This is an optimization exercise on Yosys and OpenROAD, whose aim is small area, a short achievable clock period and few clock cycles per item, not a production implementation.
Function was checked by simulation only, so behaviour that the tests miss may differ from the original.
The flow treats the clock pin as an ideal source, which a real chip does not have.
Power figures rest on the tool's default switching activity, not on a simulated workload.

P:
Design mkMACBuff, start of the top module:
module mkMACBuff (
    input  CLK,
    input  RST_N,
    input  EN_mac,
    output RDY_mac,
    input  [15:0] mac_vectA_0,
    input  [15:0] mac_vectB_0,
    input  [15:0] mac_vectA_1,
    input  [15:0] mac_vectB_1,
    input  [15:0] mac_vectA_2,
    input  [15:0] mac_vectB_2,
    input  [15:0] mac_vectA_3,
    input  [15:0] mac_vectB_3,
    output EN_writeMem,
    output [5:0] writeMem_addr,
    output [33:0] writeMem_val,
    input  EN_blockRead,
    output RDY_blockRead,
    output EN_readMem,
    output [5:0] readMem_addr,
    input  [33:0] readMem_val,
    output VALID_memVal,
    output [33:0] memVal_data
);
    logic [15:0] a0, b0, a1, b1, a2, b2, a3, b3;
    assign a0 = mac_vectA_0;
    assign b0 = mac_vectB_0;
    assign a1 = mac_vectA_1;
    assign b1 = mac_vectB_1;
    assign a2 = mac_vectA_2;
    assign b2 = mac_vectB_2;
    assign a3 = mac_vectA_3;
    assign b3 = mac_vectB_3;
logic [33:0] res;
reg [15:0] a0_r, b0_r, a1_r, b1_r, a2_r, b2_r, a3_r, b3_r;
always_ff @(posedge CLK) begin
    a0_r <= a0; b0_r <= b0;
    a1_r <= a1; b1_r <= b1;
    a2_r <= a2; b2_r <= b2;
    a3_r <= a3; b3_r <= b3;
end
wire pp0_0_0 = ~(a0_r[0] & b0_r[0]);
wire pp0_0_1 = ~(a0_r[0] & b0_r[1]);
wire pp0_0_2 = ~(a0_r[0] & b0_r[2]);
wire pp0_0_3 = ~(a0_r[0] & b0_r[3]);
wire pp0_0_4 = ~(a0_r[0] & b0_r[4]);
wire pp0_0_5 = ~(a0_r[0] & b0_r[5]);
wire pp0_0_6 = ~(a0_r[0] & b0_r[6]);
wire pp0_0_7 = ~(a0_r[0] & b0_r[7]);
wire pp0_0_8 = ~(a0_r[0] & b0_r[8]);
wire pp0_0_9 = ~(a0_r[0] & b0_r[9]);
wire pp0_0_10 = ~(a0_r[0] & b0_r[10]);
wire pp0_0_11 = ~(a0_r[0] & b0_r[11]);
wire pp0_0_12 = ~(a0_r[0] & b0_r[12]);
wire pp0_0_13 = ~(a0_r[0] & b0_r[13]);
wire pp0_0_14 = ~(a0_r[0] & b0_r[14]);
wire pp0_0_15 = ~(a0_r[0] & b0_r[15]);
wire pp0_1_0 = ~(a0_r[1] & b0_r[0]);
wire pp0_1_1 = ~(a0_r[1] & b0_r[1]);
wire pp0_1_2 = ~(a0_r[1] & b0_r[2]);
wire pp0_1_3 = ~(a0_r[1] & b0_r[3]);
wire pp0_1_4 = ~(a0_r[1] & b0_r[4]);
wire pp0_1_5 = ~(a0_r[1] & b0_r[5]);
wire pp0_1_6 = ~(a0_r[1] & b0_r[6]);
wire pp0_1_7 = ~(a0_r[1] & b0_r[7]);
wire pp0_1_8 = ~(a0_r[1] & b0_r[8]);
wire pp0_1_9 = ~(a0_r[1] & b0_r[9]);
wire pp0_1_10 = ~(a0_r[1] & b0_r[10]);
wire pp0_1_11 = ~(a0_r[1] & b0_r[11]);
wire pp0_1_12 = ~(a0_r[1] & b0_r[12]);
wire pp0_1_13 = ~(a0_r[1] & b0_r[13]);
  ...
For scale: about 3400 cells after synthesis, about 41000 µm² of cells after synthesis.
clock: 4.5 ns
lec_check: 0
cap_margin: 20
core_margin: 2
core_utilization: 40
cts_cluster_diameter: 100
cts_cluster_size: 20
setup_slack_margin: 2.0
slew_margin: 20
synth_hierarchical: 1
synth_minimum_keep_size: 0
run.sh (not shown) runs the stock make flow with config.mk's settings and CLKGATE_MAP_FILE= SYNTH_SCRIPT=/design/flow/synth_recipe.tcl, a recipe that flattens the netlist after the stock synthesis.
P did not stop at any stage, and its layout met the timing, design-rule and antenna checks.
Testbench counts of P, summed over its fixed seeds: cycles 14,464, items 12,288.
[inputs] Q vs P
==> flow/flow/run.sh (new file) <==
#!/bin/bash
# The standard layout (the standard.sh, standard synthesis unchanged), with
# one change: the port buffers that global placement inserts on every input
# and output are buf_2 cells instead of the default choice.
# Each ORFS step writes its full log under orfs/logs/; make's own output goes
# to standard.log.
bash standard.sh BUFFER_PORTS_ARGS="-buffer_cell sky130_fd_sc_hd__buf_2" finish > standard.log 2>&1
==> flow/standard.sh (new file) <==
#!/bin/bash
# synth_recipe.tcl (not shown) runs the flow's synth.tcl, then flattens the netlist and writes it again
# the make line also repeats each setting of config.mk as NAME=value (left out here)
make -C /OpenROAD-flow-scripts/flow DESIGN_CONFIG=/design/flow/config.mk WORK_HOME=/design/flow/orfs CLKGATE_MAP_FILE= SYNTH_SCRIPT=/design/flow/synth_recipe.tcl "${@:-finish}"
removed: flow/run.sh
Notes after the runs:
Between Q and P, the final design area excluding fillers is lower for Q. Q did not stop at any stage, and its layout met the timing, design-rule and antenna checks. The final critical path time including I/O delays and setup reported for Q is smaller than that of P by 0.035 ns. Compared with P, Q shows a clock power that is about 4% higher. Q has buffering overhead below what P had. P → Q: wire length per cell saw a decrease; detailed-route wire length on metal 1 went down 1.2%; post-CTS setup buffer count went down by 11; achievable frequency shows an increase of about 1.4%; sequential power flat. Final estimated routing congestion in global placement ended up 0.0085 higher on Q than on P. Final design utilization sits lower in Q than in P.
Setup changes, Q to R
Settings: a change of SETUP_SLACK_MARGIN from 2.0 to 2.3.
==> flow/flow/run.sh <==
#!/bin/bash
# The standard layout (the standard.sh, standard synthesis unchanged), with
# two changes:
#  - the port buffers that global placement inserts on every input and output
#    are buf_2 cells instead of the default choice;
#  - before clock tree synthesis, flow/t1_clock.tcl puts the first tree
#    register bank (t1_*) behind one extra clock buffer: useful skew between
#    register banks inside the datapath (no port-facing register is moved).
# Each ORFS step writes its full log under orfs/logs/; make's own output goes
# to standard.log.
bash standard.sh BUFFER_PORTS_ARGS="-buffer_cell sky130_fd_sc_hd__buf_2" \
  PRE_CTS_TCL="$PWD/flow/t1_clock.tcl" finish > standard.log 2>&1
==> flow/flow/t1_clock.tcl (new file) <==
# Hook run before clock tree synthesis: the first tree register bank (t1_*)
# gets its clock through one extra clock buffer, so its clock arrives a
# little later than the other registers' (useful skew between the input
# registers, whose paths to t1 are the longest register-to-register paths,
# and the t2 registers). Only paths between registers are affected: t1
# registers neither take inputs from ports nor drive outputs.
set block [ord::get_db_block]
set clk_net [$block findNet CLK]
set master [[ord::get_db] findMaster sky130_fd_sc_hd__clkbuf_16]
set buf [odb::dbInst_create $block $master skew_t1_clkbuf]
set net [odb::dbNet_create $block skew_t1_clk]
$net setSigType CLOCK
[$buf findITerm A] connect $clk_net
[$buf findITerm X] connect $net
set n 0
set sx 0
set sy 0
foreach inst [$block getInsts] {
  if {[string match "t1_*" [$inst getName]] && [string match "sky130_fd_sc_hd__df*" [[$inst getMaster] getName]]} {
    set it [$inst findITerm CLK]
    $it disconnect
    $it connect $net
    set loc [$inst getLocation]
    incr sx [lindex $loc 0]
    incr sy [lindex $loc 1]
    incr n
  }
}
$buf setLocation [expr {$sx / $n}] [expr {$sy / $n}]
$buf setPlacementStatus PLACED
puts "t1_clock.tcl: moved $n t1 registers to clock net skew_t1_clk"
### Flow results
Combinational share of power: R vs Q up 2.2 points
Via count of the routed design on R is behind Q.
Compared with Q, R shows a higher final cell count.
Q vs R, endpoint of the worst setup timing path: t1_s1319 vs RDY_mac
Worst hold margin: R vs Q down 0.13 ns
Comparing Q and R, the higher end-of-flow core utilization is on R.
Taking R over Q, the standby leakage power ratio works out to 1.19.

* * *

build 29:
mkMACBuff, a different RTL version from the one above (not shown whole).
Size: roughly 3400 cells after synthesis, about 250 I/O pins, roughly 42000 µm² of cells after synthesis.
clock: 4.5 ns
lec_check: 0
cap_margin: 20
core_margin: 2
core_utilization: 60
setup_slack_margin: 2.2
slew_margin: 20
synth_hierarchical: 1
synth_minimum_keep_size: 0
tns_end_percent: 10
Stock flow here: none of the scripts above is used.
Build 29 ended with every stage complete and zero timing, DRC or antenna violations.
Testbench counts of build 29, summed over its fixed seeds: cycles 14,464, items 12,288.
[inputs] build 69 vs build 29
diff --git a/flow/config.mk b/flow/config.mk
--- a/flow/config.mk
+++ b/flow/config.mk
@@ -9,4 +9,3 @@
 export CORE_MARGIN = 2
-export CORE_UTILIZATION = 60
-export SETUP_SLACK_MARGIN = 2.2
+export CORE_UTILIZATION = 40
 export SLEW_MARGIN = 20
@@ -14,2 +13 @@
 export SYNTH_MINIMUM_KEEP_SIZE = 0
-export TNS_END_PERCENT = 10
Notes after the runs:
Higher clock-buffer cell count was reported by build 69, not build 29.
Build 29 has a lower minimum clock period than build 69.
Comparing build 69 and build 29, the higher detailed-routing iteration count for the pre-antenna-repair pass is on build 29.
Edits applied to the flow inputs when going from build 69 to build 4:
diff --git a/flow/config.mk b/flow/config.mk
--- a/flow/config.mk
+++ b/flow/config.mk
@@ -10,2 +10,3 @@
 export CORE_UTILIZATION = 40
+export SETUP_SLACK_MARGIN = 2.2
 export SLEW_MARGIN = 20
@@ -13 +14,2 @@
 export SYNTH_MINIMUM_KEEP_SIZE = 0
+export TNS_END_PERCENT = 10
==> results.txt <==
A worst hold path class of reg -> reg is what build 69 shows, while in -> async belongs to build 4.
Build 4 ends up with a met1 layer usage reported by global route that is 2.9 points higher than in build 69.
Number of clock buffer instances in the layout up about 8% in build 4 wrt build 69
In build 4 relative to build 69, via count of the first global-routing pass had gone up by a few percent.
Compared with build 69, in build 4 setup-violating endpoint count in the final report has remained practically unchanged; power went up; final cell count moved up; clock share of power went down by 0.4 points.
Build 4: detail-routed net length per standard cell higher than build 69
Here is what was changed in the inputs of build 71 compared with build 4.
diff --git a/flow/config.mk b/flow/config.mk
--- a/flow/config.mk
+++ b/flow/config.mk
@@ -10,3 +10,3 @@
 export CORE_UTILIZATION = 40
-export SETUP_SLACK_MARGIN = 2.2
+export SETUP_SLACK_MARGIN = 2.1
 export SLEW_MARGIN = 20
@@ -14,2 +14 @@
 export SYNTH_MINIMUM_KEEP_SIZE = 0
-export TNS_END_PERCENT = 10
## What came out
Build 4 → build 71: number of buffers and inverters on the critical path fell 1, critical path depth in cells fell 1, combinational power share about even, floorplan die area about even.
Going from build 4 to build 71, register-to-register slack rose 0.06 ns, worst path setup slack after routing rose by 0.061 ns, total of clock buffers placed in the layout down 6.
> inputs changed (build 71 -> build 34)
diff --git a/flow/config.mk b/flow/config.mk
--- a/flow/config.mk
+++ b/flow/config.mk
@@ -10,3 +10,3 @@
 export CORE_UTILIZATION = 40
-export SETUP_SLACK_MARGIN = 2.1
+export SETUP_SLACK_MARGIN = 1.9
 export SLEW_MARGIN = 20
- Summary — via count, build 34 relative to build 71: lower, by 1270.
- Build 34 ends up with a number of standard cells in the final layout excluding fillers that is about 3.6% lower than in build 71.
- Final area: build 34 and build 71 compared, higher one is build 71
- End of the critical path = t1_c1204: build 34; end of the critical path = t1_s1271: build 71
- Clock-buffer cell count, build 34 and build 71: lower on build 34
- In terms of number of global-route vias before repair, build 71 and build 34 differ only marginally.
- Comparing the two runs side by side, build 34 comes out ahead of build 71 on wire length of the first global-routing pass.
- Looking at part of the cycle the worst path needs, build 34 sits 4.0 points higher than build 71 does.
- The higher power spent charging and discharging nets of build 34 and build 71 is in build 71.
- Total of cells resized after clock tree synthesis in build 34 is 59% below build 71.
- The global-route usage of build 34 falls short of that of build 71 by 0.79 points.

## port drivers added, routing unchanged
The results above use ideal ports. As a check the final layouts listed here were re-extracted and re-timed, cells and wires unchanged. Step 1 (the two cells are an assumption about what drives the block):
set clk [get_ports {CLK}]
set_driving_cell -lib_cell sky130_fd_sc_hd__clkbuf_16 $clk
set_driving_cell -lib_cell sky130_fd_sc_hd__buf_2 [delete_from_list [all_inputs] $clk]
Step 2 moves the port delays by t, midway between the first and last clock arrival at a register: inputs arrive t later, outputs are due t later. That takes back most of the time a late clock gives input paths. Slacks: ideal ports / drivers / drivers and shift; pairs: ideal ports / drivers.
run	shift t [ns]	slack for setup (ns)	worst register clock-pin slew, ns	worst data-port slew with drivers (ns)
P	0.705	1.960 / 1.960 / 1.960	0.10 / 0.10	0.07
Q	0.708	1.995 / 1.995 / 1.995	0.09 / 0.09	0.07
R	0.924	2.182 / 2.100 / 2.184	0.11 / 0.11	0.10
build 29	0.699	1.978 / 1.978 / 1.978	0.07 / 0.07	0.11
build 69	0.704	1.379 / 1.379 / 1.379	0.07 / 0.07	0.07
build 4	0.744	1.992 / 1.992 / 1.992	0.07 / 0.07	0.08
build 71	0.709	2.053 / 2.053 / 2.053	0.07 / 0.07	0.07
build 34	0.704	1.873 / 1.873 / 1.873	0.07 / 0.07	0.07
After both steps setup and hold are still met in every run listed.
